Context: an optimization exercise on an open-source flow, tuned for small area. The choices shown serve that exercise and are no tape-out recipe.
Only simulation tests tie the RTL to the original design; equivalence was not proved.
No activity file was given, so power comes from the tool's default toggle rates.

==> design.v <==
`resetall
`timescale    1ns/100ps
module buft32 (q, d);
input  [31:0]   d;       
output [31:0]   q;       
assign q = d;
endmodule
`resetall
`timescale     1ns/100ps     
module count32 (
                a_clr,      
                s_clr,      
                clk,        
                en,         
                d           
                );
parameter               UDLY   = 1;
input          a_clr;
input          s_clr;
input          clk;
input          en;
output [31:0]  d;
reg    [7:0]   d_h;        
reg    [7:0]   d_l;        
reg            d_l_max;    
assign  d = {16'h0000, d_h, d_l};
always @( posedge clk or posedge a_clr )
    if (a_clr == 1'b1)
        d_l <= 8'h00;
    else if (s_clr)
        d_l <= 8'h00;
    else if (en)
        d_l <= d_l + 8'd1;
always @( posedge clk or posedge a_clr )
    if (a_clr == 1'b1)
        d_l_max <= 1'b0;
    else if (s_clr)
        d_l_max <= 1'b0;
    else if (en)
        d_l_max <= (d_l == 8'hfe);
always @( posedge clk or posedge a_clr )
    if (a_clr == 1'b1)
        d_h <= 8'h00;
    else if (s_clr)
        d_h <= 8'h00;
    else if (en & d_l_max)
        d_h <= d_h + 8'd1;
endmodule
module  cnt32_reg_inst
    (
    clks,
    reset,
    cpu_data_out,
    cpu_addr,
    its_addr,
    cnt_reg_inc,
    cnt_reg_clr
    );
localparam      UDLY         = 1;
parameter       ADDR_WIDTH   = 13;
input                       clks;
input                       reset;
output  [31:0]              cpu_data_out;
input   [(ADDR_WIDTH-1):0]  cpu_addr;
input   [(ADDR_WIDTH-1):0]  its_addr;
input                       cnt_reg_inc;
input                       cnt_reg_clr;
wire                        clks;
wire                        reset;
wire    [(ADDR_WIDTH-1):0]  cpu_addr;
wire    [(ADDR_WIDTH-1):0]  its_addr;
wire                        cnt_reg_inc;
wire                        cnt_reg_clr;
wire    [31:0]              dout;
wire    [31:0]              cpu_data_out;
count32  u_count32
    (
    .a_clr      ( reset         ),
    .s_clr      ( cnt_reg_clr   ),
    .clk        ( clks          ),
    .en         ( cnt_reg_inc   ),
    .d          ( dout          )
    );
buft32 u0_buft32
    (
    .q          ( cpu_data_out  ),
    .d          ( dout[31:0]    )
    );
endmodule
module  ro_reg_inst
    (
    cpu_data_out,
    cpu_addr,
    its_addr,
    din
    );
parameter       VLD_WIDTH   = 32;
parameter       ADDR_WIDTH  = 13;
localparam      UDLY        = 1;
output  [31:0]              cpu_data_out;
input   [(ADDR_WIDTH-1):0]  cpu_addr;
input   [(ADDR_WIDTH-1):0]  its_addr;
input   [(VLD_WIDTH-1):0]   din;
wire    [(ADDR_WIDTH-1):0]  cpu_addr;
wire    [(ADDR_WIDTH-1):0]  its_addr;
wire    [(VLD_WIDTH-1):0]   din;
wire                        addr_hit;
wire    [31:0]              cpu_data_out;
wire    [32:0]              temp_data;
assign  addr_hit    = (cpu_addr == its_addr) ? 1'b1 : 1'b0;
assign  temp_data   = { {(33-VLD_WIDTH){1'b0}},din };
buft32 u_buft32
    (
    .q      ( cpu_data_out      ),
    .d      ( temp_data[31:0]   )
    );
endmodule
module  rw_reg_inst
    (
    clks,
    reset,
    cpu_data_in,
    cpu_data_out,
    cpu_addr,
    cpu_wr,
    its_addr,
    dout
    );
parameter       VLD_WIDTH   = 32;
parameter       ADDR_WIDTH  = 13;
parameter       INIT_DATA   = 16'd0;
localparam      UDLY        = 1;
input                       clks;
input                       reset;
input   [31:0]              cpu_data_in;
output  [31:0]              cpu_data_out;
input   [(ADDR_WIDTH-1):0]  cpu_addr;
input                       cpu_wr;
input   [(ADDR_WIDTH-1):0]  its_addr;
output  [(VLD_WIDTH-1):0]   dout;
wire                        clks;
wire                        reset;
wire    [31:0]              cpu_data_in;
wire    [(ADDR_WIDTH-1):0]  cpu_addr;
wire                        cpu_wr;
wire    [(ADDR_WIDTH-1):0]  its_addr;
wire                        addr_hit;
reg     [(VLD_WIDTH-1):0]   rw_reg;
wire    [31:0]              cpu_data_out;
wire    [(VLD_WIDTH-1):0]   dout;
wire    [32:0]              temp_data;
assign  addr_hit    = (cpu_addr == its_addr) ? 1'b1 : 1'b0;
always @ ( posedge clks or posedge reset )
    if( reset == 1'b1 )
        rw_reg  <= INIT_DATA;
    else if( cpu_wr & addr_hit )
        rw_reg  <= cpu_data_in[(VLD_WIDTH-1):0];
assign  temp_data   = { {(33-VLD_WIDTH){1'b0}},rw_reg };
buft32 u_buft32
    (
    .q      ( cpu_data_out      ),
    .d      ( temp_data[31:0]   )
    );
assign  dout    = rw_reg;
endmodule
module  err_wc_reg_inst
    (
    clk,
    reset,
    cpu_data_out,
    cpu_data_in,
    cpu_addr,
    cpu_wr,
    its_addr,
    err_flag_in
    );
parameter       VLD_WIDTH   = 32;
parameter       ADDR_WIDTH  = 13;
localparam      UDLY        = 1;
input                       clk;
input                       reset;
output  [31:0]              cpu_data_out;
input   [31:0]              cpu_data_in;
input   [(ADDR_WIDTH-1):0]  cpu_addr;
input                       cpu_wr;
input   [(ADDR_WIDTH-1):0]  its_addr;
input   [(VLD_WIDTH-1):0]   err_flag_in;
wire                        clk;
wire                        reset;
wire    [31:0]              cpu_data_out;
wire    [31:0]              cpu_data_in;
wire    [(ADDR_WIDTH-1):0]  cpu_addr;
wire                        cpu_wr;
wire    [(ADDR_WIDTH-1):0]  its_addr;
wire    [(VLD_WIDTH-1):0]   err_flag_in;
wire                        addr_hit;
reg     [(VLD_WIDTH-1):0]   err_reg;
wire    [32:0]              temp_data;
assign  addr_hit    = (cpu_addr == its_addr) ? 1'b1 : 1'b0;
always @ ( posedge clk or posedge reset )
    if( reset == 1'b1 )
        err_reg     <= {VLD_WIDTH{1'b0}};
    else if((cpu_wr == 1'b1 ) & (addr_hit == 1'b1))
        err_reg     <= ((~cpu_data_in) & err_reg) | err_flag_in;
    else
        err_reg     <= err_reg | err_flag_in;
assign  temp_data   = { {(33-VLD_WIDTH){1'b0}},err_reg };
buft32 u_buft32
    (
    .q      ( cpu_data_out      ),
    .d      ( temp_data[31:0]   )
    );
endmodule
`resetall
`timescale 1ns / 100ps
module reg_smt_con #
                  (
                  parameter    A_WTH              =     24                    ,
                  parameter    D_WTH              =     32                    ,
                  parameter    MAX_DDR_NUM        =     4                     ,
                  parameter    DDR_NUM            =     4                     ,
                  parameter    REG_MMU_CONNECT_ID =     12'h001
                  )
                 (
                 input                           clk_sys                     ,
                 input                           rst                         ,
                 input wire [31:0]               tx2ddr_cfifo_stat           ,
                 input wire [31:0]               tx2ddr_dfifo_stat           ,
                 input wire [31:0]               kernel2ddr_cfifo_stat       ,
                 input wire [31:0]               kernel2ddr_dfifo_stat       ,
                 input wire [31:0]               ddr_cfifo_stat              ,
                 input wire [31:0]               ddr_dfifo_stat              ,
                 input wire [31:0]               sel_cfifo_stat              ,
                 input wire [55:0]               fifo_state                  ,
                 input wire [32*MAX_DDR_NUM-1:0] reg_cont_rd_sta             ,
                 input wire [32*MAX_DDR_NUM-1:0] reg_cont_rd_err             ,
                 input wire [3:0]                axi4_s2m_rsp_ok_cnt_en      ,
                 input wire [3:0]                axi4_s2m_rsp_exok_cnt_en    ,
                 input wire [3:0]                axi4_s2m_rsp_slverr_cnt_en  ,
                 input wire [3:0]                axi4_s2m_rsp_decerr_cnt_en  ,
                 input wire [3:0]                tx2ddr_cfifo_cnt_en         ,
                 input wire [3:0]                tx2ddr_dfifo_eop_cnt_en     ,
                 input wire [3:0]                kernel2ddr_cfifo_cnt_en     ,
                 input wire [3:0]                kernel2ddr_dfifo_eop_cnt_en ,
                 input wire [3:0]                ddr2tx_bvalid_cnt_en        ,
                 input wire [3:0]                ddr2kernel_bvalid_cnt_en    ,
                 input wire [3:0]                pkt_fifo_rdata_sop_cnt_en   ,
                 input wire [MAX_DDR_NUM-1:0]    reg_cont_rcmd_en            ,
                 input wire [MAX_DDR_NUM-1:0]    reg_cont_rpkt_en            ,
                 input wire                      reg_axi4_sl_tran_cnt_en     ,
                 input wire                      reg_axi4_sl_frm_cnt_en      ,
                 input wire                      reg_axi4_sl_wr_cnt_en       ,
                 input wire [7:0]                reg_axi4_sl_fsm_state       ,
                 input                            cnt_reg_clr                 ,
                 input        [A_WTH -1:0]        cpu_addr                    ,
                 input        [D_WTH -1:0]        cpu_data_in                 ,
                 output  reg  [D_WTH -1:0]        cpu_data_out_pf             ,
                 input                            cpu_rd                      ,
                 input                            cpu_wr
                 );
wire [6:0] a = cpu_addr[6:0];
reg  [31:0] cfg;
always @(posedge clk_sys or posedge rst)
    if (rst)
        cfg <= 32'h0000_0180;
    else if (cpu_wr && cpu_addr == {REG_MMU_CONNECT_ID, 12'h000})
        cfg <= cpu_data_in;
wire        err_wr = cpu_wr && cpu_addr[23:2] == {REG_MMU_CONNECT_ID, 3'd0, 7'h20};
reg  [31:0] err [0:3];
genvar k;
generate
for (k = 0; k < 4; k = k + 1) begin : g_err
    wire hit = err_wr && cpu_addr[1:0] == k;
    always @(posedge clk_sys)
        if (rst)
            err[k] <= 32'd0;
        else
            err[k] <= (hit ? (~cpu_data_in & err[k]) : err[k]) | reg_cont_rd_err[32*k+31:32*k];
end
endgenerate
wire [54:0] ev = {reg_axi4_sl_wr_cnt_en, reg_axi4_sl_frm_cnt_en, reg_axi4_sl_tran_cnt_en,
                  reg_cont_rpkt_en, reg_cont_rcmd_en, pkt_fifo_rdata_sop_cnt_en,
                  ddr2kernel_bvalid_cnt_en, ddr2tx_bvalid_cnt_en,
                  kernel2ddr_dfifo_eop_cnt_en, kernel2ddr_cfifo_cnt_en,
                  tx2ddr_dfifo_eop_cnt_en, tx2ddr_cfifo_cnt_en,
                  axi4_s2m_rsp_decerr_cnt_en, axi4_s2m_rsp_slverr_cnt_en,
                  axi4_s2m_rsp_exok_cnt_en, axi4_s2m_rsp_ok_cnt_en};
wire        clr = cnt_reg_clr | rst;
wire [15:0] cnt_rd [0:54];
genvar i, b;
generate
for (i = 0; i < 55; i = i + 1) begin : g_cnt
    reg  [15:0] s;
    wire [16:0] c;     
    wire [15:0] d;
    assign c[0] = ev[i];
    for (b = 0; b < 16; b = b + 1) begin : g_b
        if (b % 2 == 0) begin : g_even
            assign c[b+1] = ~(s[b] & c[b]);
            assign d[b]   = (s[b] | c[b]) & c[b+1] & ~clr;
        end else begin : g_odd
            assign c[b+1] = ~(s[b] | c[b]);
            assign d[b]   = (s[b] & c[b]) | c[b+1] | clr;
        end
    end
    always @(posedge clk_sys)
        s <= d;
    assign cnt_rd[i] = s ^ 16'haaaa;
end
endgenerate
wire [31:0] sts [0:10];
assign sts[0]  = {2'b0, fifo_state[27:14], 2'b0, fifo_state[13:0]};
assign sts[1]  = {2'b0, fifo_state[55:42], 2'b0, fifo_state[41:28]};
assign sts[2]  = tx2ddr_cfifo_stat;
assign sts[3]  = tx2ddr_dfifo_stat;
assign sts[4]  = kernel2ddr_cfifo_stat;
assign sts[5]  = kernel2ddr_dfifo_stat;
assign sts[6]  = ddr_cfifo_stat;
assign sts[7]  = ddr_dfifo_stat;
assign sts[8]  = sel_cfifo_stat;
assign sts[9]  = {24'b0, reg_axi4_sl_fsm_state};
assign sts[10] = reg_cont_rd_sta[31:0];
wire        nr = ~rst;
reg  [31:0] cfg_pf, err_pf, sts_pf;
reg  [15:0] cnt_pf;
reg  [15:0] cnt_mux;
reg  [31:0] sts_mux, err_mux;
integer n;
always @* begin
    cnt_mux = 16'd0;
    for (n = 0; n < 55; n = n + 1)
        cnt_mux = cnt_mux | ({16{nr && a == n}} & cnt_rd[n]);
    sts_mux = 32'd0;
    for (n = 0; n < 11; n = n + 1)
        sts_mux = sts_mux | ({32{nr && a == n}} & sts[n]);
    err_mux = 32'd0;
    for (n = 0; n < 4; n = n + 1)
        err_mux = err_mux | ({32{nr && a == n}} & err[n]);
end
always @(posedge clk_sys) begin
    cfg_pf <= {32{nr && a == 7'd0}} & cfg;
    err_pf <= err_mux;
    sts_pf <= sts_mux;
    cnt_pf <= cnt_mux;
end
always @(posedge clk_sys or posedge rst)
    if (rst)
        cpu_data_out_pf <= 32'd0;
    else
        case (cpu_addr[9:7])
            3'd0:    cpu_data_out_pf <= cfg_pf;
            3'd1:    cpu_data_out_pf <= err_pf;
            3'd2:    cpu_data_out_pf <= sts_pf;
            3'd3:    cpu_data_out_pf <= {16'd0, cnt_pf};
            default: cpu_data_out_pf <= 32'd0;
        endcase
endmodule
==> flow/run.sh <==
#!/bin/bash
# Own layout flow: the standard synthesis; flow/gen_netlist.py then keeps
# its flip-flops (names, cells, clock and reset nets) and rebuilds the logic
# feeding them by hand; then the standard layout with buf_1 port buffers
# and a clock tree without dummy loads.
set -euo pipefail
cd "$(dirname "$0")/.."
R=orfs/results/sky130hd/reg_smt_con/base
CTS="-sink_clustering_enable -repair_clock_nets -dont_use_dummy_load -buf_list {sky130_fd_sc_hd__clkbuf_8} -sink_clustering_size 15 -sink_clustering_max_diameter 50"
bash standard.sh synth > synth.log 2>&1
cp $R/1_2_yosys.v $R/1_2_yosys_std.v
python3 flow/gen_netlist.py $R/1_2_yosys_std.v $R/1_2_yosys.v > gen_netlist.log 2>&1
rm -f $R/1_synth.odb $R/1_synth.sdc
bash standard.sh synth > synth_odb.log 2>&1
bash standard.sh "BUFFER_PORTS_ARGS=-buffer_cell sky130_fd_sc_hd__buf_1" "CTS_ARGS=$CTS" finish > layout.log 2>&1
==> flow/gen_netlist.py <==
#!/usr/bin/env python3
"""Rebuild the combinational logic of the synthesized reg_smt_con netlist.

Usage: gen_netlist.py NETLIST_IN NETLIST_OUT

Every flip-flop of bench's standard synthesis is kept (name, cell, clock, reset
and Q net); all other cells are dropped and the logic feeding the flip-flops is
rebuilt by hand from sky130hd cells, implementing the same next-state function
as rtl/reg_smt_con.v:
  * counters g_cnt[i].s (odd bits stored inverted): alternating-polarity carry
    chain, nand2 + o211a on even bits, nor2 + a211o on odd bits;
  * one shared read decode SEL[n] = (cpu_addr[6:0] == n) & ~rst;
  * read multiplexers as a222oi/a22oi (true data) or o22ai (inverted data)
    groups reduced with nand/nor trees;
  * err: d = ~rst & (flag | (err & ~(hit & din))) as nand2 + a21oi + nor2;
  * cfg: mux2 write enable on its asynchronously reset flip-flops.
"""
import re
import sys

src = open(sys.argv[1]).read()
m = re.search(r"^module\s+reg_smt_con\b.*?;\n", src, re.S | re.M)
head_end = m.end()
end = src.rindex("endmodule")
body = src[head_end:end]

cell_re = re.compile(r"^\s*(sky130_fd_sc_hd__\w+)\s+(\\\S+|\w+)\s*\((.*?)\);\s*$", re.S)
pin_re = re.compile(r"\.(\w+)\s*\(\s*(.*?)\s*\)\s*(?:,|$)", re.S)
decls = []
flops = {}
for st in re.split(r"(?<=;)\n", body):
    if not st.strip():
        continue
    cm = cell_re.match(st)
    if cm:
        typ, name, pins = cm.group(1), cm.group(2), cm.group(3)
        if "__df" in typ:
            pd = {}
            for pm in pin_re.finditer(pins.strip()):
                pd[pm.group(1)] = pm.group(2).strip()
            flops[name] = [typ, pd]
    elif re.match(r"\s*(input|output)\b", st):
        decls.append(st)

def fmt(n):
    return n + " " if n.startswith("\\") else n

def flop(pattern):
    """Flip-flop whose name (without the $_..._ suffix) is pattern."""
    for name in flops:
        base = name.split("$")[0]
        if base == pattern:
            return name
    raise KeyError(pattern)

cells = []
wires = set()
cnt = [0]

def new(prefix="n"):
    cnt[0] += 1
    w = "%s_%d" % (prefix, cnt[0])
    wires.add(w)
    return w

def cell(typ, pins, out=None, outpin=None):
    cnt[0] += 1
    cells.append(("sky130_fd_sc_hd__" + typ, "g_%d" % cnt[0], pins))

def g(typ, outpin="Y", **pins):
    o = new()
    pins = dict(pins)
    pins[outpin] = o
    cell(typ, pins)
    return o

def inv(a): return g("inv_1", A=a)
def nand2(a, b): return g("nand2_1", A=a, B=b)
def nor2(a, b): return g("nor2_1", A=a, B=b)
def and2(a, b): return g("and2_1", "X", A=a, B=b)
def or2(a, b): return g("or2_1", "X", A=a, B=b)

def reduce_or(terms):
    """terms: list of (net, pol) with pol True for a true-polarity OR term,
    False for an inverted one. Returns a true-polarity net = OR of terms."""
    pos = [n for n, p in terms if p]
    neg = [n for n, p in terms if not p]
    while True:
        if len(pos) + len(neg) == 1:
            if pos:
                return pos[0]
            return inv(neg[0])
        # combine whichever group is larger
        if len(neg) >= len(pos) and len(neg) >= 2 or len(pos) < 2:
            if len(neg) < 2:
                # one neg and one pos left
                return g("nand2b_1", A_N=pos[0], B=neg[0])  # ~(~pos & neg) = pos | ~neg
            grp, neg = neg[:4], neg[4:]
            pos.append(g("nand%d_1" % len(grp), **dict(zip("ABCD", grp))))
        else:
            grp, pos = pos[:4], pos[4:]
            neg.append(g("nor%d_1" % len(grp), **dict(zip("ABCD", grp))))

def and_terms_true(pairs):
    """pairs of (sel, data), true data; returns list of inverted OR terms."""
    out = []
    i = 0
    while i < len(pairs):
        grp = pairs[i:i + 3]
        i += 3
        if len(grp) == 3:
            out.append((g("a222oi_1", A1=grp[0][0], A2=grp[0][1], B1=grp[1][0], B2=grp[1][1],
                          C1=grp[2][0], C2=grp[2][1]), False))
        elif len(grp) == 2:
            out.append((g("a22oi_1", A1=grp[0][0], A2=grp[0][1], B1=grp[1][0], B2=grp[1][1]), False))
        else:
            out.append((nand2(grp[0][0], grp[0][1]), False))
    return out

def and_terms_inv(pairs):
    """pairs of (nsel, ndata) (both inverted); returns list of true OR terms of sel & data."""
    out = []
    i = 0
    while i < len(pairs):
        grp = pairs[i:i + 2]
        i += 2
        if len(grp) == 2:
            out.append((g("o22ai_1", A1=grp[0][0], A2=grp[0][1], B1=grp[1][0], B2=grp[1][1]), True))
        else:
            out.append((nor2(grp[0][0], grp[0][1]), True))
    return out

A = ["cpu_addr[%d]" % i for i in range(24)]
An = {}
def na(i):
    if i not in An:
        An[i] = inv(A[i])
    return An[i]

# ---- reset and clear
nrst = inv("rst")
clr = or2("cnt_reg_clr", "rst")
nclr = nor2("cnt_reg_clr", "rst")

# ---- read decode SEL[n] = (a == n) & ~rst, n = 0..54
lit = lambda i, v: A[i] if v else na(i)
L = []
for j in range(8):
    L.append(g("and3_1", "X", A=lit(0, j & 1), B=lit(1, (j >> 1) & 1), C=lit(2, (j >> 2) & 1)))
H = []
for mm in range(7):
    m1 = and2(lit(3, mm & 1), lit(4, (mm >> 1) & 1))
    m2 = g("and3_1", "X", A=lit(5, (mm >> 2) & 1), B=na(6), C=nrst)
    H.append(and2(m1, m2))
SEL = [and2(H[n // 8], L[n % 8]) for n in range(55)]
NSEL = {}
def nsel(n):
    if n not in NSEL:
        NSEL[n] = nand2(H[n // 8], L[n % 8])
    return NSEL[n]

def connect_d(name, net):
    flops[name][1]["D"] = net

# ---- counters
EV = ["axi4_s2m_rsp_ok_cnt_en", "axi4_s2m_rsp_exok_cnt_en", "axi4_s2m_rsp_slverr_cnt_en",
      "axi4_s2m_rsp_decerr_cnt_en", "tx2ddr_cfifo_cnt_en", "tx2ddr_dfifo_eop_cnt_en",
      "kernel2ddr_cfifo_cnt_en", "kernel2ddr_dfifo_eop_cnt_en", "ddr2tx_bvalid_cnt_en",
      "ddr2kernel_bvalid_cnt_en", "pkt_fifo_rdata_sop_cnt_en", "reg_cont_rcmd_en",
      "reg_cont_rpkt_en"]
def ev_net(i):
    if i < 52:
        return "%s[%d]" % (EV[i // 4], i % 4)
    return ["reg_axi4_sl_tran_cnt_en", "reg_axi4_sl_frm_cnt_en", "reg_axi4_sl_wr_cnt_en"][i - 52]

S = {}
for i in range(55):
    c = ev_net(i)
    for b in range(16):
        fn = flop("\\g_cnt[%d].s[%d]" % (i, b))
        q = flops[fn][1]["Q"]
        S[(i, b)] = q
        if b % 2 == 0:
            co = nand2(q, c)
            d = g("o211a_1", "X", A1=q, A2=c, B1=co, C1=nclr)
        else:
            co = nor2(q, c)
            d = g("a211o_1", "X", A1=q, A2=c, B1=co, C1=clr)
        connect_d(fn, d)
        c = co

# ---- counter read: cnt_pf[b] = OR_i SEL[i] & q_i[b]
for b in range(16):
    if b % 2 == 0:
        terms = and_terms_true([(SEL[i], S[(i, b)]) for i in range(55)])
    else:
        terms = and_terms_inv([(nsel(i), S[(i, b)]) for i in range(55)])
    connect_d(flop("\\cnt_pf[%d]" % b), reduce_or(terms))

# ---- status read
def sts_bit(s, b):
    fs = lambda k: "fifo_state[%d]" % k
    if s == 0:
        if b < 14: return fs(b)
        if 16 <= b < 30: return fs(b - 2)
        return None
    if s == 1:
        if b < 14: return fs(28 + b)
        if 16 <= b < 30: return fs(28 + b - 2)
        return None
    names = {2: "tx2ddr_cfifo_stat", 3: "tx2ddr_dfifo_stat", 4: "kernel2ddr_cfifo_stat",
             5: "kernel2ddr_dfifo_stat", 6: "ddr_cfifo_stat", 7: "ddr_dfifo_stat",
             8: "sel_cfifo_stat"}
    if s in names: return "%s[%d]" % (names[s], b)
    if s == 9: return "reg_axi4_sl_fsm_state[%d]" % b if b < 8 else None
    if s == 10: return "reg_cont_rd_sta[%d]" % b
for b in range(32):
    pairs = [(SEL[s], sts_bit(s, b)) for s in range(11) if sts_bit(s, b) is not None]
    connect_d(flop("\\sts_pf[%d]" % b), reduce_or(and_terms_true(pairs)))

# ---- err registers and read
Q = lambda n: flops[flop(n)][1]["Q"]
ERR = [[Q("\\err[%d][%d]" % (k, b)) for b in range(32)] for k in range(4)]
for b in range(32):
    pairs = [(SEL[k], ERR[k][b]) for k in range(4)]
    connect_d(flop("\\err_pf[%d]" % b), reduce_or(and_terms_true(pairs)))

# write decode: addr[23:13]==0, addr[12]==1, addr[11:8]==0, addr[6:2]==0, cpu_wr
z1 = g("nor4_1", A=A[23], B=A[22], C=A[21], D=A[20])
z2 = g("nor4_1", A=A[19], B=A[18], C=A[17], D=A[16])
z3 = g("nor4_1", A=A[15], B=A[14], C=A[13], D=A[11])
z4 = g("nor4_1", A=A[10], B=A[9], C=A[8], D=A[6])
z5 = g("nor3_1", A=A[5], B=A[4], C=A[3])
zz1 = g("and4_1", "X", A=z1, B=z2, C=z3, D=z4)
zz2 = g("and4_1", "X", A=z5, B=A[2], C=A[12], D="cpu_wr") if False else None
zz2 = g("and4b_1", "X", A_N=A[2], B=z5, C=A[12], D="cpu_wr")
WZ = and2(zz1, zz2)
for k in range(4):
    hit = g("and4_1", "X", A=WZ, B=A[7], C=lit(0, k & 1), D=lit(1, (k >> 1) & 1))
    for b in range(32):
        x = nand2(hit, "cpu_data_in[%d]" % b)
        nd = g("a21oi_1", A1=ERR[k][b], A2=x, B1="reg_cont_rd_err[%d]" % (32 * k + b))
        connect_d(flop("\\err[%d][%d]" % (k, b)), nor2(nd, "rst"))

# ---- cfg
cfg_we = g("and4_1", "X", A=WZ, B=na(7), C=na(0), D=na(1))
CFG = [Q("\\cfg[%d]" % b) for b in range(32)]
for b in range(32):
    connect_d(flop("\\cfg[%d]" % b), g("mux2_1", "X", A0=CFG[b], A1="cpu_data_in[%d]" % b, S=cfg_we))
    connect_d(flop("\\cfg_pf[%d]" % b), and2(SEL[0], CFG[b]))

# ---- output register
O = [g("and3_1", "X", A=lit(7, k & 1), B=lit(8, (k >> 1) & 1), C=na(9)) for k in range(4)]
for b in range(32):
    pairs = [(O[0], Q("\\cfg_pf[%d]" % b)), (O[1], Q("\\err_pf[%d]" % b)), (O[2], Q("\\sts_pf[%d]" % b))]
    if b < 16:
        pairs.append((O[3], Q("\\cnt_pf[%d]" % b)))
    connect_d(flop("\\cpu_data_out_pf[%d]" % b), reduce_or(and_terms_true(pairs)))

# async reset / set pins
for name, (typ, pd) in flops.items():
    for p in ("RESET_B", "SET_B"):
        if p in pd:
            pd[p] = nrst

# every flop D must be rebuilt
for name, (typ, pd) in flops.items():
    assert pd["D"] in wires, name

ports = set()
for st in decls:
    mm = re.match(r"\s*(?:input|output)\s+(?:\[\d+:\d+\]\s*)?(\S+)\s*;", st)
    ports.add(mm.group(1))
for name, (typ, pd) in flops.items():
    qn = pd["Q"]
    if qn.split("[")[0] not in ports:
        wires.add(qn)

out = [src[:head_end]]
for st in decls:
    out.append(st + "\n")
for w in sorted(wires):
    out.append("  wire %s;\n" % fmt(w))
for name, (typ, pd) in flops.items():
    out.append("  %s %s (\n%s\n  );\n" % (typ, fmt(name), ",\n".join("    .%s(%s)" % (p, fmt(n)) for p, n in pd.items())))
for typ, name, pd in cells:
    out.append("  %s %s (\n%s\n  );\n" % (typ, name, ",\n".join("    .%s(%s)" % (p, fmt(n)) for p, n in pd.items())))
out.append(src[end:])
open(sys.argv[2], "w").write("".join(out))
print("gen_netlist: %d flops, %d cells" % (len(flops), len(cells)), file=sys.stderr)
==> standard.sh <==
#!/bin/bash
# synth_recipe.tcl (not shown) runs the flow's synth.tcl, then flattens the netlist and writes it again
# the make line also repeats each setting of config.mk as NAME=value (left out here)
make -C /OpenROAD-flow-scripts/flow DESIGN_CONFIG=/design/flow/config.mk WORK_HOME=/design/flow/orfs CLKGATE_MAP_FILE= SYNTH_SCRIPT=/design/flow/synth_recipe.tcl "${@:-finish}"
==> config.mk <==
export PLATFORM = sky130hd
export DESIGN_NAME = reg_smt_con
export DESIGN_NICKNAME = reg_smt_con
export VERILOG_FILES = /design/flow/design.v
export SDC_FILE = /design/flow/constraint.sdc
export NUM_CORES = 4
export LEC_CHECK = 0
export CAP_MARGIN = 20
export CORE_MARGIN = 2
export CORE_UTILIZATION = 55
export PLACE_DENSITY = 0.7
export SLEW_MARGIN = 20
==> constraint.sdc <==
create_clock -name core_clock -period 5.0 [get_ports {clk_sys}]
set_input_delay 1.0000 -clock core_clock [delete_from_list [all_inputs] [get_ports {clk_sys}]]
set_output_delay 1.0000 -clock core_clock [all_outputs]
set_load 0.01 [all_outputs]
==> results of run 1 <==
## power by group
part           leakage, nW  total, mW  internal (mW)  switching, mW
Combinational         9.25      0.713          0.200          0.513
Sequential            9.98       9.61           9.54         0.0669
Clock                0.813       5.02           2.00           3.02
Total                 20.0       15.3           11.7           3.60
## routing by layer
metal	vias to the layer above	wire length (um)
met3	507	15500
met5	-	341
met2	1927	72100
li1	18900	-
met4	22	13400
met1	19600	61600
## worst min-delay path, cell delays in order, from the launching register on
cell and delay, ps:
sky130_fd_sc_hd__dfxtp_1 320, sky130_fd_sc_hd__nand2_1 60, sky130_fd_sc_hd__nand2_1 50
## stage by stage
step	TNS, ps	hold WS [ps]	worst slack, ps
after global routing	0	398	1290
after global placement	0	423	820
after detailed placement	0	421	746
final	0	354	1440
after floorplan	-424120	410	-962
after CTS	0	359	1530
## final cells by class
type                    count  area [um^2]  area share (%)
clock buffers             113         1560            3.08
flip-flops and latches   1184        24000            47.5
multi-input cells        3186        20500            40.6
inverters                  35          134           0.265
diodes                     37         92.6           0.183
repair buffers            662         2900            5.74
well taps                1060         1330            2.62
## final timing paths
check	start	slack (ps)	endpoint
max reg2reg	g_cnt[8].s[0]	1760	g_cnt[8].s[15]
min reg2reg	err[3][30]	350	err_pf[30]
max	rst	1440	cnt_pf[4]
max in group asynchronous	rst	3470	cpu_data_out_pf[14]
min	err[3][30]	350	err_pf[30]
min in group asynchronous	rst	390	cfg[15]
==> results by group, run 1 <==
Timing
  – Achievable frequency: between 200 and 300 MHz
  – Period minus WS final: 3560 ps
  – Final Hold Viols: 0
  – Number of failing setup endpoints in the final timing report: 0
  – Worst slew margin relative to its limit: between 10% and 20%
  – Setup repair after global routing missed its margin: no
  – Share of the clock period used by the worst path after layout: 71.3%
  – Actual transition at the worst max-transition pin: about 1200 ps
  – Final Skew: 126 ps
  – Number of slew-limit violations in the final report: 0

Floorplanning
  – Die span in y: between 200 and 300 um
  – Number of cell rows: approximately 100
  – Core outline area: between 0.08 and 0.09 mm^2
  – Horiz. Die Dim: approximately 290 um
  – Starting density of the core: 55.5%
  – Total die area: ~0.083 mm^2
  – Boundary pin count: around 690

Route
  – Detailed router's first-iteration violation count: roughly 5200
  – Final wirelength: 163000 um
  – Routed via count: 41000
  – Wirelength per Cell: 26.0 um
  – Per-cell via count in the routed design: 6.53
  – Post-route antenna net violation count: 0
  – DRC Markers: 0
  – Pre-Repair DR Iteration Count: 14

Final layout
  – Share of final-layout standard cells stronger than drive strength 1: ~4%
  – Count of filler cells inserted in the layout: approximately 6900
  – Most common library cell in the layout ignoring fill and taps: sky130_fd_sc_hd__dfxtp_1
  – Commonest cells after routing, fill and taps aside: sky130_fd_sc_hd__dfxtp_1, sky130_fd_sc_hd__nand2_1, sky130_fd_sc_hd__buf_1, sky130_fd_sc_hd__nor2_1
  – Post-layout util: 62.9%
  – Largest register FFs: just under 900
  – Finished Cell Area: slightly above 0.05 mm^2
  – Number of standard cells in the layout, taps in and fillers out: about 6300
  – Final Net Count: 5842
  – Area growth from synthesis to layout: 13.2%

Pwr
  – Pwr per Cell Area: 303 mW/mm^2
  – Maximum ir drop on the vdd rail: 0.256 mV
  – Total power draw: approximately 15 mW
  – Lkg Pwr: around 20 nW

Hold path
  – Hold Crit Depth: 2
  – Type of the worst min-delay path: reg -> reg

Setup path
  – Cells on worst reg2reg path: 16
  – Data arrival at the endpoint of the critical path: roughly 4200 ps
  – Biggest fanout along the worst timing path: 24
  – Max stage delay cell, worst path: sky130_fd_sc_hd__a222oi_1
  – Crit path buffers/inverters: 3
  – Start-to-end type of the worst setup path: in -> reg
  – Count of cell instances traversed by the critical path: 10
  – Worst path top cell family by delay: simple AND/OR/NAND/NOR gates
  – Cells along the critical path: clkbuf_4, inv_4, buf_4, and3_1, and2_1, and2_1, a222oi_1, nand4_1, nor4_1, nand4_1
  – Worst path required time: 5590 ps
  – Worst Setup Start Kind: input port
  – Largest stage delay on the critical path: 700 ps
  – Setup crit end kind: flip-flop

Clock tree
  – # Post-CTS Setup Buffers: 0
  – Number of clock sinks: roughly 1200
  – Resized cells post-CTS: 0
  – Clock edge transition at the registers on the reported setup and hold paths: ~90 ps
  – Number of hold-repair buffers added at the cts stage: 0
  – TritonCTS clock tree: yes
  – Root buf cell: sky130_fd_sc_hd__clkbuf_8
  – H-tree levels: 3
  – CTS buffer count: around 110
  – Max Buffers Root-to-Sink: 3
  – Insertion delay of the later-clocked pin in the worst-skew pair: ~800 ps

Yosys
  – Post-synthesis instance total: around 4400
  – Total standard cell area after synthesis: about 0.045 mm^2
  – Mapped Avg Cell Area: 10.1 um^2
  – Net count of the mapped netlist: around 5000
  – Synthesis warning total: 2

Global route
  – First-pass GRT wire length: 232000 um
  – Met3 global-route usage: ~11%
  – Met1 Track Usage GR: between 40% and 50%
  – GRT Max-Usage Layer: met2
  – Met2 track utilization from global routing: roughly 58%
  – Via count of the first global-routing pass: 36900
  – Number of antenna violations at the first check in global routing: 43
  – GRT Resource Usage Total: 37.5%
  – Total congestion overflow: 0
  – Largest net degree at the start of global routing: about 230

Placed design
  – Instance area at placement: 0.0489 mm^2
  – Count of port buffers added during placement: ~600
  – Half-perimeter wire length after detailed placement: around 120000 um
  – Instance count after placement with tap cells included: slightly above 6000
  – GPL Wtd Cong: 1.05

Status
  – Outcome: complete, no violations

Job
  – Max-cap viol count: 0
==> run 2, diff against run 1 <==
--- a/config.mk
+++ b/config.mk
@@ -6,7 +6,7 @@
 export NUM_CORES = 4
 export LEC_CHECK = 0
-export CAP_MARGIN = 20
+export CAP_MARGIN = 10
 export CORE_MARGIN = 2
-export CORE_UTILIZATION = 55
-export PLACE_DENSITY = 0.7
-export SLEW_MARGIN = 20
+export CORE_UTILIZATION = 65
+export PLACE_DENSITY = 0.8
+export SLEW_MARGIN = 10
==> run 2 against run 1 <==
  * Worst hold slack improved by 55 ps
  * Flip-flop and latch count unchanged
  * Critical path type unchanged
  * Clock skew is 53 ps lower
  * Largest cell class unchanged
  * Still clean
==> results by group, run 2 <==
Status
  – Outcome: complete, no violations

Route
  – Max layer used: met5
  – DRC Markers: 0 (unchanged)
  – Post-route antenna net violation count: 0 (unchanged)
  – Routed via count: 42100 (+2.7%)
  – Pre-Repair DR Iteration Count: 13 (-1)
  – Routed wire length on met2: 68800 um (-4.6%)
  – DRT met1 WL: 60800 um (-1.4%)
  – Detailed router's first-iteration violation count: 6815 (+31%)
  – Final wirelength: 167000 um (+2.7%)
  – Met3 wire length: 22900 um (+47%)
  – Wirelength per Cell: 27.6 um (+6.2%)
  – Per-cell via count in the routed design: 6.94 (+6.2%)

Timing
  – Accumulated negative setup slack: 0 ps (unchanged)
  – Hold slack: 409 ps (+55.0 ps)
  – Period minus WS final: 4140 ps (+576 ps)
  – Achievable frequency: 242 MHz (-14%)
  – Setup repair after global routing missed its margin: no
  – Final Skew: 72.8 ps (-52.8 ps)
  – Actual transition at the worst max-transition pin: 1260 ps (+37.9 ps)
  – Final Hold Viols: 0 (unchanged)
  – Number of slew-limit violations in the final report: 0 (unchanged)
  – Post-route worst setup slack: 860 ps (-576 ps)
  – Worst slew margin relative to its limit: 15.7% (-2.5 points)
  – Share of the clock period used by the worst path after layout: 82.8% (+12 points)
  – Number of failing setup endpoints in the final timing report: 0 (unchanged)

Final layout
  – Most common library cell in the layout ignoring fill and taps: sky130_fd_sc_hd__dfxtp_1
  – Area of combinational cells with multiple inputs: 0.0205 mm^2 (about the same)
  – Share of final-layout standard cells stronger than drive strength 1: 3.49% (-0.47 points)
  – Post-layout util: 73.2% (+10 points)
  – Number of standard cells in the layout, taps in and fillers out: 6070 (-3.3%)
  – Count of filler cells inserted in the layout: 5324 (-23%)
  – Commonest cells after routing, fill and taps aside: sky130_fd_sc_hd__dfxtp_1, sky130_fd_sc_hd__nand2_1, sky130_fd_sc_hd__buf_1, sky130_fd_sc_hd__nor2_1
  – Largest register FFs: 880 (unchanged)
  – Register Area: 0.0240 mm^2 (unchanged)
  – Final Net Count: 5819 (-0.39%)
  – Area growth from synthesis to layout: 12.1%

Pwr
  – Pwr per Cell Area: 307 mW/mm^2 (+1.1%)
  – Maximum ir drop on the vdd rail: 0.286 mV (+12%)
  – Lkg Pwr: 19.9 nW (-0.75%)

Hold path
  – Launch instance of the worst min-delay path: err[3][8]
  – Type of the worst min-delay path: reg -> reg

Setup path
  – Start-to-end type of the worst setup path: in -> reg
  – Source of the worst register-to-register timing path: g_cnt[8].s[0]
  – Data arrival at the endpoint of the critical path: 4720 ps (+560 ps)
  – Worst path required time: 5580 ps (about the same)
  – Worst Setup SP: cpu_addr[2]
  – Setup crit end kind: flip-flop
  – Biggest fanout along the worst timing path: 14 (-42%)
  – Worst Setup Start Kind: input port

Clock tree
  – Root buf cell: sky130_fd_sc_hd__clkbuf_8
  – Insertion delay of the later-clocked pin in the worst-skew pair: 750 ps (-50 ps)
  – Number of clock sinks: 1184 (unchanged)
  – # Post-CTS Setup Buffers: 0 (unchanged)
  – Max Buffers Root-to-Sink: 3 (unchanged)
  – Number of hold-repair buffers added at the cts stage: 0 (unchanged)
  – H-tree levels: 3 (unchanged)
  – CTS buffer count: 111 (-1.8%)
  – TritonCTS clock tree: yes
  – Resized cells post-CTS: 0 (unchanged)
  – Clock edge transition at the registers on the reported setup and hold paths: 100 ps (about the same)

Job
  – Max-cap viol count: 0 (unchanged)

Placed design
  – Post-Place Setup Slack: 812 ps (+65.9 ps)
  – GPL Wtd Cong: 1.01 (-3.9%)
  – Half-perimeter wire length after detailed placement: 122000 um (+1.9%)
  – Instance count after placement with tap cells included: 5928 (-3.2%)
  – Count of port buffers added during placement: 594 (unchanged)

Floorplanning
  – Horiz. Die Dim: 266 um (-7.9%)
  – Number of cell rows: 96 (-7.7%)
  – Core outline area: 0.0683 mm^2 (-15%)
  – Boundary pin count: 692 (unchanged)
  – Total die area: 0.0708 mm^2 (-15%)
  – Starting density of the core: 65.3% (+9.8 points)
  – Die span in y: 266 um (-7.9%)

Yosys
  – Post-synthesis instance total: 4405 (unchanged)
  – Synthesis warning total: 2 (unchanged)
  – Total standard cell area after synthesis: 0.0447 mm^2 (unchanged)
  – Net count of the mapped netlist: 5065 (unchanged)
  – Mapped Avg Cell Area: 10.1 um^2 (unchanged)

Global route
  – Number of antenna violations at the first check in global routing: 49 (+14%)
  – Via count of the first global-routing pass: 37500 (+1.6%)
  – First-pass GRT wire length: 238000 um (+2.5%)
  – Largest net degree at the start of global routing: 201 (-13%)
  – GRT Resource Usage Total: 45.6% (+8.1 points)
  – Total congestion overflow: 0 (unchanged)
-- run 2: through the flow --
stage                     area [um^2]  power, mW
after detailed placement        48400       10.5
after CTS                       50000       15.3
final                           50000       15.3
after floorplan                 44700       10.0
after global placement          48400       10.5
after global routing            50000       15.7
-- run 2: power by group --
| group | total (mW) | leakage, nW | switching, mW | internal [mW] |
|---|---|---|---|---|
| sequential | 9.61 | 9.98 | 0.0706 | 9.54 |
| combinational | 0.728 | 9.12 | 0.538 | 0.190 |
| clock | 5.01 | 0.798 | 3.04 | 1.97 |
| total | 15.3 | 19.9 | 3.65 | 11.7 |
-- run 2: path summary, 6_finish.rpt --
check | end | slack, ps | cells past startpoint
min in group asynchronous | cpu_data_out_pf[11] | 440 | 3
setup reg to reg | g_cnt[8].s[15] | 1500 | 16
setup / recovery | cnt_pf[12] | 860 | 9
max in group asynchronous | cfg[22] | 3530 | 4
hold / removal | err_pf[8] | 410 | 2
hold reg to reg | err_pf[8] | 410 | 2
-- run 2: final cells by class --
class | instances | share of cell area (%)
Inverter | 35 | 0.265
Multi-Input combinational cell | 3186 | 41.0
Tap cell | 882 | 2.21
Timing Repair Buffer | 641 | 5.29
Sequential cell | 1184 | 48.0
Clock buffer | 111 | 3.05
Antenna cell | 31 | 0.155
-- run 2: metal layers --
| layer | vias up | GRT usage, % |
|---|---|---|
| li1 | 18900 | - |
| met1 | 20100 | 55.7 |
| met2 | 2510 | 65.0 |
| met3 | 589 | 17.9 |
| met4 | 44 | 33.3 |
| met5 | - | 3.19 |
-- run 2: critical path, cell delays in order --
cell	delay, ps
sky130_fd_sc_hd__buf_1	390
sky130_fd_sc_hd__inv_1	150
sky130_fd_sc_hd__and3_1	570
sky130_fd_sc_hd__and2_1	420
sky130_fd_sc_hd__buf_4	230
sky130_fd_sc_hd__a222oi_1	1090
sky130_fd_sc_hd__nand4_1	370
sky130_fd_sc_hd__nor4_1	370
sky130_fd_sc_hd__nand4_1	130
==> run 3, diff against run 2 <==
--- a/flow/gen_netlist.py
+++ b/flow/gen_netlist.py
@@ -9,5 +9,6 @@
 as rtl/reg_smt_con.v:
   * counters g_cnt[i].s (odd bits stored inverted): alternating-polarity carry
-    chain, nand2 + o211a on even bits, nor2 + a211o on odd bits;
+    chain, a21oi + o21a on even bits (the clear forces the inverted carry
+    out low), nor2 + a211o on odd bits;
   * one shared read decode SEL[n] = (cpu_addr[6:0] == n) & ~rst;
   * read multiplexers as a222oi/a22oi (true data) or o22ai (inverted data)
@@ -141,5 +142,4 @@
 nrst = inv("rst")
 clr = or2("cnt_reg_clr", "rst")
-nclr = nor2("cnt_reg_clr", "rst")
 
 # ---- read decode SEL[n] = (a == n) & ~rst, n = 0..54
@@ -148,14 +148,11 @@
 for j in range(8):
     L.append(g("and3_1", "X", A=lit(0, j & 1), B=lit(1, (j >> 1) & 1), C=lit(2, (j >> 2) & 1)))
+P = nor2(A[6], "rst")
 H = []
 for mm in range(7):
-    m1 = and2(lit(3, mm & 1), lit(4, (mm >> 1) & 1))
-    m2 = g("and3_1", "X", A=lit(5, (mm >> 2) & 1), B=na(6), C=nrst)
-    H.append(and2(m1, m2))
-SEL = [and2(H[n // 8], L[n % 8]) for n in range(55)]
-NSEL = {}
+    H.append(g("and4_1", "X", A=lit(3, mm & 1), B=lit(4, (mm >> 1) & 1), C=lit(5, (mm >> 2) & 1), D=P))
+NSEL = [nand2(H[n // 8], L[n % 8]) for n in range(55)]
+SEL = [inv(NSEL[n]) for n in range(55)]
 def nsel(n):
-    if n not in NSEL:
-        NSEL[n] = nand2(H[n // 8], L[n % 8])
     return NSEL[n]
 
@@ -182,6 +179,8 @@
         S[(i, b)] = q
         if b % 2 == 0:
-            co = nand2(q, c)
-            d = g("o211a_1", "X", A1=q, A2=c, B1=co, C1=nclr)
+            # inverted carry out, forced low by the clear (the next stages
+            # are forced by the clear themselves)
+            co = g("a21oi_1", A1=q, A2=c, B1=clr)
+            d = g("o21a_1", "X", A1=q, A2=c, B1=co)
         else:
             co = nor2(q, c)
@@ -264,4 +263,15 @@
             pd[p] = nrst
 
+# every new net must have a load
+used = set()
+for typ, name, pd in cells:
+    for p, n in pd.items():
+        if p not in ("X", "Y"):
+            used.add(n)
+for name, (typ, pd) in flops.items():
+    used.update(v for p, v in pd.items() if p != "Q")
+outs = set(pd.get("X", pd.get("Y")) for typ, name, pd in cells)
+assert not (outs - used), sorted(outs - used)[:5]
+
 # every flop D must be rebuilt
 for name, (typ, pd) in flops.items():
--- a/config.mk
+++ b/config.mk
@@ -6,7 +6,7 @@
 export NUM_CORES = 4
 export LEC_CHECK = 0
-export CAP_MARGIN = 10
+export CAP_MARGIN = 20
 export CORE_MARGIN = 2
-export CORE_UTILIZATION = 65
-export PLACE_DENSITY = 0.8
-export SLEW_MARGIN = 10
+export CORE_UTILIZATION = 55
+export PLACE_DENSITY = 0.7
+export SLEW_MARGIN = 20
==> run 3 against run 2 <==
  * Fmax fell by 4.7%
  * Combinational power rose by 84%
  * Setup slack got worse by 210 ps
  * Global-route usage fell by 7.3 points
  * Critical endpoint is now g_cnt[16].s[15]
  * Count of clock-buffer cells in the layout rose by 3
  * Largest power group unchanged
  * Via count fell by 3.1%
  * Cell count rose by 4.2%
==> results by group, run 3 <==
Setup path
  – Largest stage delay on the critical path: 460 ps (-630 ps)
  – Max stage delay cell, worst path: sky130_fd_sc_hd__or2_4
  – Start-to-end type of the worst setup path: in -> reg
  – Crit path buffers/inverters: 2 (-1)
  – Biggest fanout along the worst timing path: 46 (+32)
  – Worst path top cell family by delay: compound AO/OA/AOI/OAI gates
  – Worst path required time: 5610 ps (+30 ps)
  – Cells along the critical path: clkbuf_4, or2_4, buf_12, a21oi_1, nor2_1, a21oi_1, nor2_1, a21oi_1, nor2_1, a21oi_1, nor2_1, a21oi_1, nor2_1, a21oi_1, nor2_1, a21oi_1, nor2_1, a21oi_1, nor2_1, a211o_1
  – Worst Setup Start Kind: input port
  – Setup crit end kind: flip-flop
  – Data arrival at the endpoint of the critical path: 4960 ps (+240 ps)

Route
  – Post-route antenna net violation count: 0 (unchanged)
  – Final wirelength: 164000 um (-2.0%)
  – Per-cell via count in the routed design: 6.45 (-7.0%)
  – Detailed router's first-iteration violation count: 5323 (-22%)
  – Routed via count: 40800 (-3.1%)
  – Wirelength per Cell: 25.9 um (-6.0%)
  – DRC Markers: 0 (unchanged)
  – Pre-Repair DR Iteration Count: 13 (unchanged)

Global route
  – Largest net degree at the start of global routing: 130 (-35%)
  – First-pass GRT wire length: 232000 um (-2.4%)
  – Number of antenna violations at the first check in global routing: 61 (+24%)
  – Via count of the first global-routing pass: 36600 (-2.5%)
  – GRT Resource Usage Total: 38.3% (-7.3 points)
  – Total congestion overflow: 0 (unchanged)

Clock tree
  – # Post-CTS Setup Buffers: 0 (unchanged)
  – Clock edge transition at the registers on the reported setup and hold paths: 90 ps (about the same)
  – Max Buffers Root-to-Sink: 3 (unchanged)
  – H-tree levels: 3 (unchanged)
  – Insertion delay of the later-clocked pin in the worst-skew pair: 790 ps (+40 ps)
  – TritonCTS clock tree: yes
  – Resized cells post-CTS: 0 (unchanged)
  – Root buf cell: sky130_fd_sc_hd__clkbuf_8
  – Number of hold-repair buffers added at the cts stage: 0 (unchanged)
  – CTS buffer count: 114 (+2.7%)
  – Number of clock sinks: 1184 (unchanged)

Pwr
  – Maximum ir drop on the vdd rail: 0.239 mV (-16%)
  – Lkg Pwr: 20.3 nW (+2.3%)
  – Pwr per Cell Area: 330 mW/mm^2 (+7.6%)

Floorplanning
  – Die span in y: 286 um (+7.7%)
  – Core outline area: 0.0790 mm^2 (+16%)
  – Starting density of the core: 55.6% (-9.8 points)
  – Horiz. Die Dim: 286 um (+7.7%)
  – Number of cell rows: 103 (+7.3%)
  – Boundary pin count: 692 (unchanged)
  – Total die area: 0.0821 mm^2 (+16%)

Status
  – Outcome: complete, no violations

Placed design
  – Instance count after placement with tap cells included: 6164 (+4.0%)
  – GPL Wtd Cong: 1.09 (+7.7%)
  – Half-perimeter wire length after detailed placement: 126000 um (+3.8%)
  – Count of port buffers added during placement: 594 (unchanged)

Yosys
  – Total standard cell area after synthesis: 0.0439 mm^2 (-1.7%)
  – Net count of the mapped netlist: 5050 (-0.30%)
  – Mapped Avg Cell Area: 10.0 um^2 (-1.4%)
  – Post-synthesis instance total: 4390 (-0.34%)
  – Synthesis warning total: 2 (unchanged)

Timing
  – Final Skew: 70.0 ps (-2.82 ps)
  – Setup repair after global routing missed its margin: no
  – Achievable frequency: 230 MHz (-4.7%)
  – Actual transition at the worst max-transition pin: 1140 ps (-125 ps)
  – Number of failing setup endpoints in the final timing report: 0 (unchanged)
  – Period minus WS final: 4350 ps (+206 ps)
  – Final Hold Viols: 0 (unchanged)
  – Number of slew-limit violations in the final report: 0 (unchanged)
  – Worst slew margin relative to its limit: 24.0% (+8.3 points)
  – Share of the clock period used by the worst path after layout: 86.9% (+4.1 points)

Final layout
  – Number of standard cells in the layout, taps in and fillers out: 6324 (+4.2%)
  – Area growth from synthesis to layout: 14.5%
  – Most common library cell in the layout ignoring fill and taps: sky130_fd_sc_hd__dfxtp_1
  – Count of filler cells inserted in the layout: 6887 (+29%)
  – Share of final-layout standard cells stronger than drive strength 1: 5.11% (+1.6 points)
  – Area of combinational cells with multiple inputs: 0.0195 mm^2 (-4.8%)
  – Final Net Count: 5890 (+1.2%)
  – Post-layout util: 63.6% (-9.6 points)
  – Register Area: 0.0240 mm^2 (unchanged)
  – Commonest cells after routing, fill and taps aside: sky130_fd_sc_hd__dfxtp_1, sky130_fd_sc_hd__buf_1, sky130_fd_sc_hd__nor2_1, sky130_fd_sc_hd__a21oi_1
  – Largest register FFs: 880 (unchanged)

Hold path
  – Type of the worst min-delay path: reg -> reg

Job
  – Max-cap viol count: 0 (unchanged)
## run 3: through the flow
stage | area [um^2] | setup TNS [ps] | hold WS (ps) | worst slack, ps | total power [mW]
finish | 50300 | 0 | 416 | 654 | 16.6
detailed placement | 48600 | -5.21 | 429 | -5.21 | 11.6
global route | 50200 | 0 | 415 | 154 | 17.1
CTS | 50100 | 0 | 393 | 795 | 16.6
global placement | 48600 | 0 | 426 | 109 | 11.6
floorplan | 43900 | -2783260 | 410 | -5100 | 11.1
## run 3: layout make-up
type                            instances  area share [%]
Sequential cell                      1184            47.8
Multi-Input combinational cell       3117            38.9
Timing Repair Buffer                  724            6.66
Clock buffer                          114            3.12
Tap cell                             1050            2.61
Inverter                               89           0.675
Antenna cell                           46           0.229
## run 3: worst min-delay path: cells and delay by family, from the launching register on
family | cells | cell delay, ps
buf+inv | 1 | 60
flops | 1 | 320
compound gates | 1 | 60
## run 3: per-layer routing
layer / track usage, % / share of wire (%) / up-vias / wire length [um]
met2: 58.9 / 44 / 1886 / 71900
li1: - / - / 18900 / -
met3: 10.0 / 9.3 / 475 / 15200
met1: 46.6 / 39 / 19500 / 63400
met4: 27.4 / 8.1 / 28 / 13400
met5: 0 / 0.11 / - / 179
## run 3: final timing paths
check | cells past startpoint | slack, ps | endpoint | from
max | 20 | 650 | g_cnt[16].s[15] | rst
min | 2 | 420 | cpu_data_out_pf[29] | sts_pf[29]
max reg2reg | 17 | 1430 | g_cnt[4].s[15] | g_cnt[4].s[0]
min reg2reg | 2 | 420 | cpu_data_out_pf[29] | sts_pf[29]
max in group asynchronous | 4 | 3130 | cpu_data_out_pf[31] | rst
min in group asynchronous | 3 | 940 | cfg[22] | rst
## run 3: power breakdown
| part | switching (mW) | internal, mW | total (mW) |
|---|---|---|---|
| registers | 0.298 | 9.85 | 10.2 |
| logic | 0.844 | 0.496 | 1.34 |
| clock network | 3.07 | 2.02 | 5.09 |
==> run 4, diff against run 3 <==
--- a/design.v
+++ b/design.v
@@ -261,5 +261,5 @@
 wire [6:0] a = cpu_addr[6:0];
 reg  [31:0] cfg;
-always @(posedge clk_sys or posedge rst)
+always @(posedge clk_sys)
     if (rst)
         cfg <= 32'h0000_0180;
--- a/flow/gen_netlist.py
+++ b/flow/gen_netlist.py
@@ -15,5 +15,5 @@
     groups reduced with nand/nor trees;
   * err: d = ~rst & (flag | (err & ~(hit & din))) as nand2 + a21oi + nor2;
-  * cfg: mux2 write enable on its asynchronously reset flip-flops.
+  * cfg: mux2i write enable and a synchronous reset gate.
 """
 import re
@@ -214,13 +214,15 @@
     if s == 9: return "reg_axi4_sl_fsm_state[%d]" % b if b < 8 else None
     if s == 10: return "reg_cont_rd_sta[%d]" % b
+SELS = [inv(NSEL[n]) for n in range(11)]
 for b in range(32):
-    pairs = [(SEL[s], sts_bit(s, b)) for s in range(11) if sts_bit(s, b) is not None]
+    pairs = [(SELS[s], sts_bit(s, b)) for s in range(11) if sts_bit(s, b) is not None]
     connect_d(flop("\\sts_pf[%d]" % b), reduce_or(and_terms_true(pairs)))
 
 # ---- err registers and read
 Q = lambda n: flops[flop(n)][1]["Q"]
+SELE = [inv(NSEL[n]) for n in range(4)]
 ERR = [[Q("\\err[%d][%d]" % (k, b)) for b in range(32)] for k in range(4)]
 for b in range(32):
-    pairs = [(SEL[k], ERR[k][b]) for k in range(4)]
+    pairs = [(SELE[k], ERR[k][b]) for k in range(4)]
     connect_d(flop("\\err_pf[%d]" % b), reduce_or(and_terms_true(pairs)))
 
@@ -245,7 +247,12 @@
 cfg_we = g("and4_1", "X", A=WZ, B=na(7), C=na(0), D=na(1))
 CFG = [Q("\\cfg[%d]" % b) for b in range(32)]
+SELC = inv(NSEL[0])
 for b in range(32):
-    connect_d(flop("\\cfg[%d]" % b), g("mux2_1", "X", A0=CFG[b], A1="cpu_data_in[%d]" % b, S=cfg_we))
-    connect_d(flop("\\cfg_pf[%d]" % b), and2(SEL[0], CFG[b]))
+    mi = g("mux2i_1", A0=CFG[b], A1="cpu_data_in[%d]" % b, S=cfg_we)
+    if (0x180 >> b) & 1:
+        connect_d(flop("\\cfg[%d]" % b), nand2(mi, nrst))
+    else:
+        connect_d(flop("\\cfg[%d]" % b), nor2(mi, "rst"))
+    connect_d(flop("\\cfg_pf[%d]" % b), and2(SELC, CFG[b]))
 
 # ---- output register
--- a/config.mk
+++ b/config.mk
@@ -6,7 +6,7 @@
 export NUM_CORES = 4
 export LEC_CHECK = 0
-export CAP_MARGIN = 20
+export CAP_MARGIN = 10
 export CORE_MARGIN = 2
-export CORE_UTILIZATION = 55
-export PLACE_DENSITY = 0.7
-export SLEW_MARGIN = 20
+export CORE_UTILIZATION = 65
+export PLACE_DENSITY = 0.8
+export SLEW_MARGIN = 10
==> run 4 against run 3 <==
  * Area after synthesis about the same
  * Worst hold slack improved by 14 ps
  * Critical endpoint is now g_cnt[9].s[15]
  * Fmax decreased by 3.9%
  * Flip-flop and latch count unchanged
  * Largest cell class unchanged
  * Still clean on timing, DRC and antenna
  * Combinational power about the same
  * Clock skew decreased by 16 ps
  * Sequential share of layout area decreased by 0.24 points
  * Utilization increased by 11 points
  * Largest power group unchanged
  * First-iteration DRC count increased by 19%
==> results by group, run 4 <==
Clock tree
  – Number of hold-repair buffers added at the cts stage: 0 (unchanged)
  – Root buf cell: sky130_fd_sc_hd__clkbuf_8
  – # Post-CTS Setup Buffers: 0 (unchanged)
  – Insertion delay of the later-clocked pin in the worst-skew pair: 740 ps (-50 ps)
  – H-tree levels: 3 (unchanged)
  – CTS buffer count: 105 (-7.9%)
  – Clock edge transition at the registers on the reported setup and hold paths: 90 ps (about the same)
  – Resized cells post-CTS: 0 (unchanged)
  – TritonCTS clock tree: yes
  – Number of clock sinks: 1184 (unchanged)
  – Max Buffers Root-to-Sink: 3 (unchanged)

Final layout
  – Area growth from synthesis to layout: 14.3%
  – Final Net Count: 5965 (+1.3%)
  – Largest register FFs: 880 (unchanged)
  – Number of standard cells in the layout, taps in and fillers out: 6240 (-1.3%)
  – Commonest cells after routing, fill and taps aside: sky130_fd_sc_hd__dfxtp_1, sky130_fd_sc_hd__nor2_1, sky130_fd_sc_hd__buf_1, sky130_fd_sc_hd__a21oi_1
  – Most common library cell in the layout ignoring fill and taps: sky130_fd_sc_hd__dfxtp_1
  – Share of final-layout standard cells stronger than drive strength 1: 5.19% (+0.079 points)

Placed design
  – Instance count after placement with tap cells included: 6071 (-1.5%)
  – Half-perimeter wire length after detailed placement: 125000 um (-1.1%)
  – GPL Wtd Cong: 1.07 (-1.7%)
  – Post-Place Setup Slack: -42.6 ps (-37.4 ps)
  – Count of port buffers added during placement: 594 (unchanged)

Setup path
  – Worst path top cell family by delay: compound AO/OA/AOI/OAI gates
  – Data arrival at the endpoint of the critical path: 5150 ps (+190 ps)
  – Max stage delay cell, worst path: sky130_fd_sc_hd__or2_4
  – Biggest fanout along the worst timing path: 39 (-15%)
  – Worst path required time: 5630 ps (+20 ps)
  – Crit path buffers/inverters: 2 (unchanged)
  – Start-to-end type of the worst setup path: in -> reg
  – Worst Setup SP: rst
  – Source of the worst register-to-register timing path: g_cnt[9].s[0]
  – Largest stage delay on the critical path: 410 ps (-50 ps)
  – Cells along the critical path: clkbuf_4, or2_4, buf_12, a21oi_1, nor2_1, a21oi_1, nor2_1, a21oi_1, nor2_1, a21oi_1, nor2_1, a21oi_1, nor2_1, a21oi_1, nor2_1, a21oi_1, nor2_1, a21oi_1, nor2_1, a211o_1
  – Worst Setup Start Kind: input port
  – Setup crit end kind: flip-flop

Timing
  – Setup repair after global routing missed its margin: no
  – Achievable frequency: 221 MHz (-3.9%)
  – Number of slew-limit violations in the final report: 0 (unchanged)
  – Worst slew margin relative to its limit: 16.1% (-7.9 points)
  – Number of failing setup endpoints in the final timing report: 0 (unchanged)
  – Period minus WS final: 4520 ps (+177 ps)
  – Post-route worst setup slack: 477 ps (-177 ps)
  – Share of the clock period used by the worst path after layout: 90.5% (+3.5 points)
  – Final Skew: 53.5 ps (-16.5 ps)
  – Actual transition at the worst max-transition pin: 1260 ps (+118 ps)
  – Final Hold Viols: 0 (unchanged)

Yosys
  – Synthesis warning total: 2 (unchanged)
  – Total standard cell area after synthesis: 0.0439 mm^2 (about the same)
  – Mapped Avg Cell Area: 9.88 um^2 (-1.1%)
  – Net count of the mapped netlist: 5098 (+0.95%)
  – Post-synthesis instance total: 4438 (+1.1%)

Route
  – Wirelength per Cell: 26.0 um (+0.42%)
  – DRC Markers: 0 (unchanged)
  – Detailed router's first-iteration violation count: 6318 (+19%)
  – Per-cell via count in the routed design: 6.78 (+5.1%)
  – Pre-Repair DR Iteration Count: 13 (unchanged)
  – Final wirelength: 163000 um (-0.92%)
  – Routed via count: 42300 (+3.7%)
  – Post-route antenna net violation count: 0 (unchanged)

Global route
  – Total congestion overflow: 0 (unchanged)
  – First-pass GRT wire length: 231000 um (-0.23%)
  – Largest net degree at the start of global routing: 66 (-49%)
  – Via count of the first global-routing pass: 38000 (+3.9%)
  – Number of antenna violations at the first check in global routing: 76 (+25%)
  – GRT Resource Usage Total: 44.8% (+6.5 points)

Floorplanning
  – Total die area: 0.0696 mm^2 (-15%)
  – Die span in y: 264 um (-7.9%)
  – Horiz. Die Dim: 264 um (-7.9%)
  – Boundary pin count: 692 (unchanged)
  – Number of cell rows: 95 (-7.8%)
  – Core outline area: 0.0670 mm^2 (-15%)
  – Starting density of the core: 65.4% (+9.9 points)

Status
  – Outcome: complete, no violations

Hold path
  – Launch instance of the worst min-delay path: sts_pf[17]
  – Type of the worst min-delay path: reg -> reg

Job
  – Max-cap viol count: 0 (unchanged)

Pwr
  – Lkg Pwr: 20.3 nW (-0.29%)
  – Pwr per Cell Area: 325 mW/mm^2 (-1.4%)
  – Maximum ir drop on the vdd rail: 0.338 mV (+41%)
-- run 4: layout make-up --
cell class              count  area [um^2]
diodes                     64          160
clock buffers             105         1450
fillers                  5103        16900
inverters                 105          394
multi-input cells        3149        19600
flip-flops and latches   1184        23900
well taps                 873         1090
repair buffers            760         3590
-- run 4: worst paths after layout --
| kind | endpoint | slack [ps] | cells past startpoint |
|---|---|---|---|
| max | g_cnt[9].s[15] | 480 | 20 |
| min | cpu_data_out_pf[17] | 430 | 2 |
| max reg2reg | g_cnt[9].s[15] | 1300 | 17 |
| min reg2reg | cpu_data_out_pf[17] | 430 | 2 |
| max in group asynchronous | cpu_data_out_pf[22] | 2410 | 6 |
| min in group asynchronous | cpu_data_out_pf[7] | 1980 | 6 |
-- run 4: worst min-delay path, stage by stage, from the launching register on --
cell and delay, ps:
sky130_fd_sc_hd__dfxtp_1 310, sky130_fd_sc_hd__a222oi_1 60, sky130_fd_sc_hd__inv_1 50
-- run 4: layer usage --
layer  track usage [%]  up-vias  wire (um)
met4              29.2       30      12000
met1              53.7    20000      59200
li1                  -    19200          -
met3              20.2      535      24100
met2              64.6     2523      66800
met5              2.84        -        437
-- run 4: through the flow --
| step | hold slack [ps] | power, mW | cell area, um^2 | TNS, ps | utilization, % |
|---|---|---|---|---|---|
| floorplan | 410 | 11.1 | 43900 | -2783260 | - |
| global placement | 420 | 11.5 | 48600 | 0 | 72.4 |
| detailed placement | 422 | 11.6 | 48600 | -163 | 72.4 |
| CTS | 428 | 16.3 | 50000 | 0 | 74.6 |
| global route | 440 | 16.8 | 50100 | 0 | 74.7 |
| finish | 430 | 16.3 | 50200 | 0 | 74.8 |
-- run 4: power breakdown --
part           internal, mW  switching (mW)
sequential             9.85           0.301
clock                  1.86            2.99
combinational         0.486           0.827

## port drivers added, routing unchanged
In the flow no input, the clock included, has a driving cell. The finished layouts below were timed again as built, in two steps.
Step 1, drivers: a clkbuf_16 drives clk_sys and a buf_2 each remaining input, both assumed.
Step 2 also shifts input and output timing later by t, the mid clock arrival at the registers, as if the neighbouring blocks saw the same clock.
Slacks: ideal ports / drivers / drivers and shift; pairs: ideal ports / drivers.
| run | shift t [ns] | slack for setup (ns) | worst hold slack (ns) |
|---|---|---|---|
| run 1 | 0.805 | 1.436 / 1.478 / 0.673 | 0.354 / 0.348 / 0.354 |
| run 2 | 0.778 | 0.860 / 0.897 / 0.118 | 0.409 / 0.398 / 0.409 |
| run 3 | 0.811 | 0.654 / 0.648 / -0.163 | 0.416 / 0.398 / 0.416 |
| run 4 | 0.784 | 0.477 / 0.525 / -0.259 | 0.430 / 0.430 / 0.430 |
Met with ideal ports but missed after step 2: setup timing in run 3 and run 4. For run 3, which loses most, drivers alone change the setup slack by -0.006 ns; drivers and shift together by -0.817 ns.
